What follows belongs to an exercise in optimizing a design on an open flow for small area; a production flow would make more cautious choices. Only simulation tests tie the RTL to the original design; equivalence was not proved. In this run the design's own scripts or RTL, not TritonCTS, make the clock network. The flow treats the clock pin as an ideal source. Dropping or thinning the clock tree relies on that and would not hold on a real chip. Power is estimated from default activity; no workload was simulated.

===== standard.sh =====
#!/bin/bash
# synth_recipe.tcl (not shown) runs the flow's synth.tcl, then flattens the netlist and writes it again
# the make line also repeats each setting of config.mk as NAME=value (left out here)
make -C /OpenROAD-flow-scripts/flow DESIGN_CONFIG=/design/flow/config.mk WORK_HOME=/design/flow/orfs CLKGATE_MAP_FILE= SYNTH_SCRIPT=/design/flow/synth_recipe.tcl "${@:-finish}"

===== flow/cts_pre.tcl =====
# Hand-built clock tree, sourced by ORFS cts.tcl as its PRE_CTS_TCL hook: the flip-flops are split
# by recursive median bisection of their placed locations into CTS_K equal groups; each group
# gets a leaf buffer (CTS_LEAF) at its centroid, and one root buffer (CTS_ROOT) drives the leaves
# from the clk port. clock_tree_synthesis is then replaced by setting the clock propagated,
# and cts.tcl goes on as usual (legalisation, timing repair).
proc bisect {pts K} {
  if {$K <= 1} { return [list $pts] }
  set xs [lsort -integer [lmap p $pts {lindex $p 1}]]; set ys [lsort -integer [lmap p $pts {lindex $p 2}]]
  set dx [expr {[lindex $xs end]-[lindex $xs 0]}]; set dy [expr {[lindex $ys end]-[lindex $ys 0]}]
  set ax [expr {$dx >= $dy ? 1 : 2}]
  set sorted [lsort -integer -index $ax $pts]
  set K1 [expr {$K/2}]; set K2 [expr {$K-$K1}]
  set n1 [expr {int(round(double([llength $pts])*$K1/$K))}]
  return [concat [bisect [lrange $sorted 0 [expr {$n1-1}]] $K1] [bisect [lrange $sorted $n1 end] $K2]]
}
# manual clock tree: K equal clusters (recursive bisection of flop locations), each driven by a leaf buffer LEAF;
# leaves driven by one root buffer ROOT from the clk port.
proc manual_clock_tree {K LEAF ROOT} {
  set block [ord::get_db_block]
  set db [ord::get_db]
  set clknet [$block findNet clk]
  set sinks {}
  foreach it [$clknet getITerms] { lappend sinks $it }
  set n [llength $sinks]
  set idx {}
  set pts {}
  set i 0
  foreach it $sinks { set inst [$it getInst]; set bb [$inst getBBox]; lappend pts [list $i [expr {([$bb xMin]+[$bb xMax])/2}] [expr {([$bb yMin]+[$bb yMax])/2}]]; incr i }
  set groups [bisect $pts $K]
  set asg [lrepeat $n 0]
  set cent {}
  set k 0
  foreach g $groups {
    set sx 0; set sy 0
    foreach p $g { lset asg [lindex $p 0] $k; set sx [expr {$sx+[lindex $p 1]}]; set sy [expr {$sy+[lindex $p 2]}] }
    lappend cent [list [expr {int($sx/[llength $g])}] [expr {int($sy/[llength $g])}]]
    incr k
  }
  set rmaster [$db findMaster $ROOT]
  set lmaster [$db findMaster $LEAF]
  set root [odb::dbInst_create $block $rmaster "clkroot_buf"]
  set rnet [odb::dbNet_create $block "clknet_root"]
  $rnet setSigType CLOCK
  # root at centroid of all
  set sx 0; set sy 0; foreach c $cent { set sx [expr {$sx+[lindex $c 0]}]; set sy [expr {$sy+[lindex $c 1]}] }
  $root setLocation [expr {int($sx/$K)}] [expr {int($sy/$K)}]
  $root setPlacementStatus PLACED
  for {set k 0} {$k < $K} {incr k} {
    set inst [odb::dbInst_create $block $lmaster "clkleaf_buf_$k"]
    set net [odb::dbNet_create $block "clknet_leaf_$k"]
    $net setSigType CLOCK
    [$inst findITerm A] connect $rnet
    [$inst findITerm X] connect $net
    set c [lindex $cent $k]
    $inst setLocation [lindex $c 0] [lindex $c 1]
    $inst setPlacementStatus PLACED
    foreach it $sinks a $asg { if {$a == $k} { $it disconnect; $it connect $net } }
  }
  [$root findITerm A] connect $clknet
  [$root findITerm X] connect $rnet
}
manual_clock_tree $::env(CTS_K) $::env(CTS_LEAF) $::env(CTS_ROOT)
rename clock_tree_synthesis orig_clock_tree_synthesis
proc clock_tree_synthesis {args} {
  puts "clock tree built by cts_pre.tcl: $::env(CTS_K) x $::env(CTS_LEAF), root $::env(CTS_ROOT)"
  set_propagated_clock [all_clocks]
}

===== design.v =====
`timescale 1ns/1ps
module btn_debounce_pulse #(
    parameter integer CLK_HZ = 50_000_000,
    parameter integer DEBOUNCE_MS = 10
)(
    input  wire clk,
    input  wire rst,
    input  wire btn_raw_n,
    output wire press_pulse,
    output wire btn_stable,
    output wire btn_stable_next      
);
    reg sync_ff1, sync_ff2, sync_prev;
    always @(posedge clk) begin
        sync_ff1  <= ~(btn_raw_n | rst);
        sync_ff2  <= sync_ff1 & ~rst;
        sync_prev <= sync_ff2;
    end
    wire change = sync_ff2 ^ sync_prev;
    reg [18:0] cnt;
    always @(posedge clk)
        cnt <= change ? 19'h5b694 : ~{cnt[17:0], ~(cnt[18] ^ cnt[5])};
    wire fire = ~change & (cnt == 19'h0);
    reg btn_filtered, btn_filtered_d;
    assign btn_stable_next = ~rst & (fire ? sync_prev : btn_filtered);
    always @(posedge clk) begin
        btn_filtered   <= btn_stable_next;
        btn_filtered_d <= btn_filtered;
    end
    assign btn_stable  = btn_filtered;
    assign press_pulse = btn_filtered & ~btn_filtered_d;
endmodule
`timescale 1ns/1ps
module vending_machine(
    input  wire clk,
    input  wire rst,
    input  wire resetBtn_n,
    input  wire nickelBtn_n,
    input  wire dimeBtn_n,
    input  wire quarterBtn_n,
    output wire dispenseLed,
    output wire changeLed,
    output wire [6:0] segOut,
    output wire [5:0] digitSel
);
    wire resetPulse, resetLevel, resetLevelNext;
    wire nickelPulse, dimePulse, quarterPulse;
    wire nickelLevel, dimeLevel, quarterLevel;
    wire nickelNext, dimeNext, quarterNext;
    btn_debounce_pulse debounceReset (.clk(clk), .rst(rst), .btn_raw_n(resetBtn_n),
        .press_pulse(resetPulse), .btn_stable(resetLevel), .btn_stable_next(resetLevelNext));
    btn_debounce_pulse debounceNickel (.clk(clk), .rst(rst), .btn_raw_n(nickelBtn_n),
        .press_pulse(nickelPulse), .btn_stable(nickelLevel), .btn_stable_next(nickelNext));
    btn_debounce_pulse debounceDime (.clk(clk), .rst(rst), .btn_raw_n(dimeBtn_n),
        .press_pulse(dimePulse), .btn_stable(dimeLevel), .btn_stable_next(dimeNext));
    btn_debounce_pulse debounceQuarter (.clk(clk), .rst(rst), .btn_raw_n(quarterBtn_n),
        .press_pulse(quarterPulse), .btn_stable(quarterLevel), .btn_stable_next(quarterNext));
    reg  [3:0] tensR;
    reg        fiveR;
    reg  [2:0] onesR;
    wire [7:0] totalNext;
    wire       clr = rst | resetLevel | resetLevelNext;
    vm_total totalLogic (
        .x0(onesR[0]), .x1(onesR[1]), .x2(onesR[2]), .x3(fiveR),
        .x4(tensR[0]), .x5(tensR[1]), .x6(tensR[2]), .x7(tensR[3]),
        .x8(nickelPulse), .x9(dimePulse), .x10(quarterPulse), .x11(clr), .x12(activeDigit),
        .z0(totalNext[0]), .z1(totalNext[1]), .z2(totalNext[2]), .z3(totalNext[3]),
        .z4(totalNext[4]), .z5(totalNext[5]), .z6(totalNext[6]), .z7(totalNext[7]),
        .z8(segOut[0]), .z9(segOut[1]), .z10(segOut[2]), .z11(segOut[3]),
        .z12(segOut[4]), .z13(segOut[5]), .z14(segOut[6]), .z15(dispenseLed), .z16(changeLed));
    always @(posedge clk)
        {tensR, fiveR, onesR} <= totalNext;
    reg [14:0] muxCounter;
    reg activeDigit;
    wire muxWrap = (muxCounter == 15'h0);
    wire muxClear = rst | muxWrap;
    always @(posedge clk) begin
        muxCounter  <= muxClear ? 15'h3a52 : ~{muxCounter[13:0], ~(muxCounter[14] ^ muxCounter[0])};
        activeDigit <= ~rst & (activeDigit ^ muxWrap);
    end
    assign digitSel = activeDigit ? 6'b101111 : 6'b011111;
endmodule
module vm_total ( 
    x0, x1, x2, x3, x4, x5, x6, x7, x8, x9, x10, x11, x12,
    z0, z1, z2, z3, z4, z5, z6, z7, z8, z9, z10, z11, z12, z13,
    z14, z15, z16  );
  input  x0, x1, x2, x3, x4, x5, x6, x7, x8, x9, x10, x11, x12;
  output z0, z1, z2, z3, z4, z5, z6, z7, z8, z9, z10, z11, z12, z13,
    z14, z15, z16;
  wire new_n31, new_n32, new_n33, new_n34, new_n35, new_n36, new_n37,
    new_n38, new_n39, new_n40, new_n41, new_n42, new_n43, new_n44, new_n45,
    new_n46, new_n47, new_n48, new_n49, new_n50, new_n51, new_n52, new_n53,
    new_n54, new_n55, new_n56, new_n57, new_n59, new_n60, new_n61, new_n62,
    new_n63, new_n64, new_n65, new_n66, new_n67, new_n68, new_n69, new_n70,
    new_n71, new_n72, new_n73, new_n74, new_n75, new_n77, new_n79, new_n80,
    new_n81, new_n82, new_n84, new_n85, new_n86, new_n87, new_n88, new_n89,
    new_n90, new_n91, new_n93, new_n95, new_n96, new_n97, new_n98, new_n99,
    new_n101, new_n103, new_n104, new_n105, new_n106, new_n107, new_n108,
    new_n109, new_n110, new_n111, new_n112, new_n113, new_n114, new_n115,
    new_n116, new_n117, new_n119, new_n120, new_n121, new_n122, new_n123,
    new_n124, new_n125, new_n126, new_n127, new_n129, new_n132, new_n133,
    new_n135, new_n136, new_n139, new_n141, new_n142, new_n143, new_n144;
  assign new_n31 = ~x0 & ~x1;
  assign new_n32 = x2 & ~new_n31;
  assign new_n33 = ~x4 & ~x5;
  assign new_n34 = x0 & x1;
  assign new_n35 = ~x2 & ~new_n34;
  assign new_n36 = x3 & ~new_n35;
  assign new_n37 = new_n33 & ~new_n36;
  assign new_n38 = x6 & x7;
  assign new_n39 = ~new_n37 & new_n38;
  assign new_n40 = ~new_n32 & ~new_n39;
  assign new_n41 = ~x11 & new_n40;
  assign new_n42 = x5 & x7;
  assign new_n43 = ~x8 & new_n42;
  assign new_n44 = ~new_n38 & ~new_n43;
  assign new_n45 = ~x9 & x10;
  assign new_n46 = ~x8 & ~new_n45;
  assign new_n47 = ~x9 & new_n46;
  assign new_n48 = x3 & x4;
  assign new_n49 = x5 & x9;
  assign new_n50 = ~new_n48 & new_n49;
  assign new_n51 = ~new_n47 & ~new_n50;
  assign new_n52 = ~new_n44 & new_n51;
  assign new_n53 = ~new_n35 & new_n52;
  assign new_n54 = new_n41 & ~new_n53;
  assign new_n55 = x0 & ~new_n54;
  assign new_n56 = new_n41 & new_n53;
  assign new_n57 = ~x0 & ~new_n56;
  assign z0 = ~new_n55 & ~new_n57;
  assign new_n59 = ~x3 & ~new_n46;
  assign new_n60 = ~new_n47 & ~new_n59;
  assign new_n61 = ~x4 & ~new_n60;
  assign new_n62 = x4 & new_n60;
  assign new_n63 = ~new_n61 & ~new_n62;
  assign new_n64 = ~x8 & new_n45;
  assign new_n65 = new_n48 & new_n64;
  assign new_n66 = ~new_n62 & ~new_n64;
  assign new_n67 = ~new_n65 & ~new_n66;
  assign new_n68 = x5 & new_n67;
  assign new_n69 = ~x5 & ~new_n67;
  assign new_n70 = ~new_n68 & ~new_n69;
  assign new_n71 = ~new_n63 & ~new_n70;
  assign new_n72 = new_n52 & ~new_n71;
  assign new_n73 = ~x1 & ~new_n72;
  assign new_n74 = x1 & new_n72;
  assign new_n75 = new_n54 & ~new_n74;
  assign z1 = ~new_n73 & new_n75;
  assign new_n77 = ~x2 & ~new_n74;
  assign z2 = new_n54 & ~new_n77;
  assign new_n79 = x3 & new_n46;
  assign new_n80 = ~new_n59 & ~new_n79;
  assign new_n81 = ~new_n54 & ~new_n80;
  assign new_n82 = ~new_n56 & new_n80;
  assign z3 = ~new_n81 & ~new_n82;
  assign new_n84 = x3 & ~x9;
  assign new_n85 = ~x3 & x9;
  assign new_n86 = ~new_n84 & ~new_n85;
  assign new_n87 = ~new_n35 & new_n86;
  assign new_n88 = new_n72 & ~new_n87;
  assign new_n89 = new_n63 & ~new_n88;
  assign new_n90 = ~new_n63 & new_n88;
  assign new_n91 = ~new_n89 & ~new_n90;
  assign z4 = new_n41 & ~new_n91;
  assign new_n93 = new_n41 & new_n70;
  assign z5 = ~new_n90 & new_n93;
  assign new_n95 = new_n54 & ~new_n72;
  assign new_n96 = ~new_n65 & ~new_n68;
  assign new_n97 = x6 & ~new_n96;
  assign new_n98 = ~x6 & new_n96;
  assign new_n99 = ~new_n97 & ~new_n98;
  assign z6 = new_n95 & new_n99;
  assign new_n101 = ~x7 & ~new_n97;
  assign z7 = new_n95 & ~new_n101;
  assign new_n103 = ~x5 & x12;
  assign new_n104 = ~x1 & ~x12;
  assign new_n105 = ~new_n103 & ~new_n104;
  assign new_n106 = x3 & ~x12;
  assign new_n107 = x0 & new_n106;
  assign new_n108 = new_n40 & ~new_n107;
  assign new_n109 = ~x4 & x12;
  assign new_n110 = ~x0 & ~x3;
  assign new_n111 = ~x12 & new_n110;
  assign new_n112 = ~new_n109 & ~new_n111;
  assign new_n113 = ~x6 & x7;
  assign new_n114 = new_n103 & new_n113;
  assign new_n115 = x2 & ~x12;
  assign new_n116 = ~new_n114 & ~new_n115;
  assign new_n117 = ~new_n112 & new_n116;
  assign z12 = new_n108 & ~new_n117;
  assign new_n119 = x7 & x12;
  assign new_n120 = ~x2 & new_n106;
  assign new_n121 = ~new_n119 & ~new_n120;
  assign new_n122 = new_n105 & ~new_n109;
  assign new_n123 = ~new_n121 & ~new_n122;
  assign new_n124 = new_n108 & ~new_n123;
  assign new_n125 = ~x2 & new_n104;
  assign new_n126 = ~new_n103 & ~new_n125;
  assign new_n127 = new_n121 & new_n126;
  assign z14 = new_n124 & ~new_n127;
  assign new_n129 = new_n112 & ~z14;
  assign z11 = z12 & ~new_n129;
  assign z8 = ~new_n105 & z11;
  assign new_n132 = ~x4 & new_n103;
  assign new_n133 = new_n123 & ~new_n132;
  assign z9 = new_n40 & new_n133;
  assign new_n135 = ~x0 & new_n104;
  assign new_n136 = ~new_n132 & ~new_n135;
  assign z13 = new_n124 & new_n136;
  assign z10 = ~new_n112 & z13;
  assign new_n139 = ~x6 & ~x7;
  assign z15 = new_n40 & ~new_n139;
  assign new_n141 = ~x2 & ~x3;
  assign new_n142 = ~x7 & new_n141;
  assign new_n143 = new_n31 & new_n33;
  assign new_n144 = new_n142 & new_n143;
  assign z16 = z15 & ~new_n144;
endmodule

===== flow/synth.tcl =====
proc synth {args} { yosys synth -nofsm -noshare {*}$args }
proc extract_fa {args} { puts "extract_fa skipped" }
proc abc {args} {
  set i [lsearch -exact $args -script]
  if {$i >= 0} { set args [lreplace $args $i [expr {$i+1}] -script $::env(AREA_ABC_SCRIPT)] }
  set j [lsearch -exact $args -D]
  if {$j >= 0} { set args [lreplace $args $j [expr {$j+1}]] }
  yosys abc {*}$args
}
source $::env(SCRIPTS_DIR)/synth.tcl
# left out here: clear keep_hierarchy, flatten, clean up, hide names made inside functions, write 1_2_yosys.v

===== constraint.sdc =====
create_clock -name core_clock -period 10.0 [get_ports {clk}]
set_input_delay 2.0000 -clock core_clock [delete_from_list [all_inputs] [get_ports {clk}]]
set_output_delay 2.0000 -clock core_clock [all_outputs]
set_load 0.01 [all_outputs]

===== flow/run.sh =====
#!/bin/bash
# Own layout flow: the standard flow (standard.sh) with three changes.
#  1. Synthesis: the standard flow's synthesis script (flow/synth.tcl) with ORFS's adder extraction skipped
#     and ABC run with an area-oriented script (flow/area.abc) instead of the speed script.
#     Registers come from the same dfflibmap step, so their names and cells are unchanged.
#  2. A hand-built two-level clock tree (flow/cts_pre.tcl, run as ORFS's PRE_CTS_TCL hook):
#     CTS_K leaf buffers over equal groups of flip-flops, one root buffer.
#  3. Port buffers are buf_1 cells.
# Each tool's full output goes to the ORFS logs under orfs/logs; make's own output to flow_make.log.
set -euo pipefail
W=$(pwd)
export AREA_ABC_SCRIPT="$W/flow/area.abc"
export CTS_K=${CTS_K:-12} CTS_LEAF=${CTS_LEAF:-sky130_fd_sc_hd__clkbuf_4} CTS_ROOT=${CTS_ROOT:-sky130_fd_sc_hd__clkbuf_4}
bash standard.sh \
  "SYNTH_SCRIPT=$W/flow/synth.tcl" \
  "PRE_CTS_TCL=$W/flow/cts_pre.tcl" \
  "BUFFER_PORTS_ARGS=-buffer_cell sky130_fd_sc_hd__buf_1" \
  finish > "$W/flow_make.log" 2>&1

===== config.mk =====
export PLATFORM = sky130hd
export DESIGN_NAME = vending_machine
export DESIGN_NICKNAME = vending_machine
export VERILOG_FILES = /design/flow/design.v
export SDC_FILE = /design/flow/constraint.sdc
export NUM_CORES = 4
export LEC_CHECK = 0
export CAP_MARGIN = 20
export CORE_MARGIN = 2
export CORE_UTILIZATION = 40
export SLEW_MARGIN = 20

===== flow/area.abc =====
strash
dch -f
amap -F 3 -A 10
topo

==> impl_metrics.toml <==
[finish]
stdcell_area_mm2 = 0.00386
diodes = 0
drive_above_1_share_pct = 3.21
multiInputGateArea_mm2 = 0.00111
layout.nets = 413
layout.cells.non_filler = 513
fillers = 871
seq_area_mm2 = 0.00238
final_core_util_pct = 44.0
mostFrequentLayoutCells = "dfxtp_1, nor2_1, nand2_1"
syn_to_final_growth_pct = 5.87
final_common_cell = "dfxtp_1"

[placed_design]
dp_hpwl_um = 4130
placed_area_mm2 = 0.00376
place_ws_ns = 6.10
gp_congestion = 0.896
io_buffer_count = 16
numPlacedInstances = 500

[grt]
overflow = 0
grt_pass1_vias = 2479
grt_max_degree = 16
grt_antenna_before_repair = 0
grt_pass1_wl_um = 10700
global_route.usage.total_pct = 12.3

[die]
fp.dieH_um = 99.5
start_util_pct = 41.6
ioPinCount = 21
dieArea_mm2 = 0.00989
core_area_mm2 = 0.00876
placementRows = 34
die_w_um = 99.5

[sta]
fin_skew_ns = 0.00760
max_freq_ghz = 0.225
fin_hold_ws_ns = 0.363
setup_viol = 0
drv_slew = 0
layout_setup_ws_ns = 5.56
relSlewSlack_pct = 46.9
hold_viol_final = 0
tightest_slew_ns = 0.797
post-route-min-period_ns = 4.44
rsz0062_at_grt = "false"
tns_ns = 0
finalCritPeriodShare_pct = 44.4

[synth]
async_reset_ff_share_pct = 0
postSynthCellCount = 385
synth_ff_type = "dfxtp_1"
synth_seq_area_share_pct = 65.3
ys_types = 28
yosys_warnings = 2
ys_ff_latch = 119
syn-mean-instance-area_um2 = 9.47
netlist_area_mm2 = 0.00365
synth_edf_count = 0

[detailed_routing]
final_antenna_net_count = 0
routed_via_density = 4.85
wl_per_cell_um = 11.4
dr.pass1.iters = 4
finalWirelength_um = 5860
drc_errors = 0
vias = 2486
first_iter_violations = 60

[power_and_ir_drop]
intPower_mw = 0.618
p_sw_share_pct = 25.0
pwr-share-comb_pct = 8.1
clockPowerShare_pct = 23.5
peakVddDrop_v = 0.0000611
pwr-share-seq_pct = 68.4
powerDensity_mw_per_mm2 = 213
leakage_nw = 1.52
total_power_mw = 0.824
p_sw_mw = 0.206

[flow_run]
timing.max_cap.violations = 0

[setup_path]
critPathKind = "flop to output pin"
worstPathMaxFanout = 6
crit_required_ns = 8.00
crit_path_start_kind = "flop"
arrival_ns = 2.44
end_kind = "output pin"

[min_path]
hold_class = "flop to flop"

[clock_network]
cts_resized = 0
post_cts_buffers = 0
clock_latency_ns = 0.49
path_clk_slew_ns = 0.10
postCtsHoldBufs = 0

[status]
outcome = "no timing/DRC/antenna violations"
per-layer routing:
layer / vias to the layer above / global-route usage, % / share of wire, %
li1: 1315 / - / -
met1: 1117 / 17.1 / 51
met2: 39 / 20.4 / 42
met3: 15 / 1.41 / 3.6
met4: 0 / 3.69 / 3.5
met5: - / 0 / 0
worst paths after layout:
| kind | startpoint | endpoint | slack (ns) | cells after the start |
|---|---|---|---|---|
| hold reg to reg | debounceNickel.btn_filtered | debounceNickel.btn_filtered_d | 0.36 | 0 |
| setup / recovery | onesR[2] | segOut[2] | 5.56 | 8 |
| setup reg to reg | debounceReset.sync_ff2 | tensR[3] | 7.15 | 9 |
| hold / removal | debounceNickel.btn_filtered | debounceNickel.btn_filtered_d | 0.36 | 0 |
flip-flops by register name, summed over array words and instances, names as in the netlist, 3 cells and up:
signal,flops
debounceReset.cnt,19
debounceNickel.cnt,19
tensR,4
debounceDime.cnt,19
muxCounter,15
onesR,3
debounceQuarter.cnt,19
logic make-up after synthesis:
logic type             share of synthesized area (%)
AOI/OAI and AO/OA                               8.03
buffers and inverters                           4.63
other                                          0.103
and+or+nand+nor                                 21.9
DFF                                             65.3
synth_stat cells, types with 2 or more instances:
library cell  number  area, um2
dfxtp_1          119       2380
or2_0              2       12.5
clkinv_1          21       78.8
a21oi_1           17       85.1
nor4_1            21        131
o21a_1             2       15.0
a31oi_1            2       12.5
a211oi_1           8       60.1
buf_4             12       90.1
nand3_1            2       10.0
nor2b_1            7       43.8
nand2_1           60        225
nor2_1            78        293
o21ai_0           11       55.1
nor3_1             8       40.0
nand4_1            3       18.8
critical path, stage by stage, from the launching register on:
cell      delay, ns
dfxtp_1        0.39
a21oi_1        0.24
o21ai_0        0.11
a31oi_1        0.34
o31ai_1        0.16
nor2b_1        0.18
o311ai_0       0.22
nor2_1         0.15
buf_1          0.16
area by class of cell:
class / count / area share, %
multi-input combinational: 236 / 28.7
tap: 108 / 3.50
inverter: 21 / 2.04
sequential: 119 / 61.7
buffer: 13 / 2.53
timing repair buffer: 16 / 1.56
power groups by stage:
stage	clock (mW)	combinational, mW	sequential [mW]
floorplan	0	0.0613	0.567
global placement	0	0.0649	0.573
detailed placement	0	0.0680	0.574
CTS	0.204	0.0682	0.564
global route	0.224	0.0786	0.573
finish	0.194	0.0667	0.564

## re-timing with driven ports
The flow's constraints put no driver on any port. The routed layout listed below was extracted and timed again, unchanged, in two steps.
Step 1: set_driving_cell puts a clkbuf_16 on clk and a buf_2 on each other input, an assumption about the parent block.
Step 2 moves the port delays by t, midway between the first and last clock arrival at a register: inputs arrive t later, outputs are due t later. That takes back most of the time a late clock gives input paths.
Slacks: ideal / step 1 / step 2; pairs: ideal / step 1.
t (ns): 0.516
slack for setup (ns): 5.561 / 5.533 / 6.050
slew at the worst register clock pin (ns): 0.10 / 0.10
worst slew at a driven data input, ns: 0.03
After both steps setup and hold are still met in this run. The setup slack of this run moves by -0.028 ns with the drivers and by +0.489 ns with both steps.
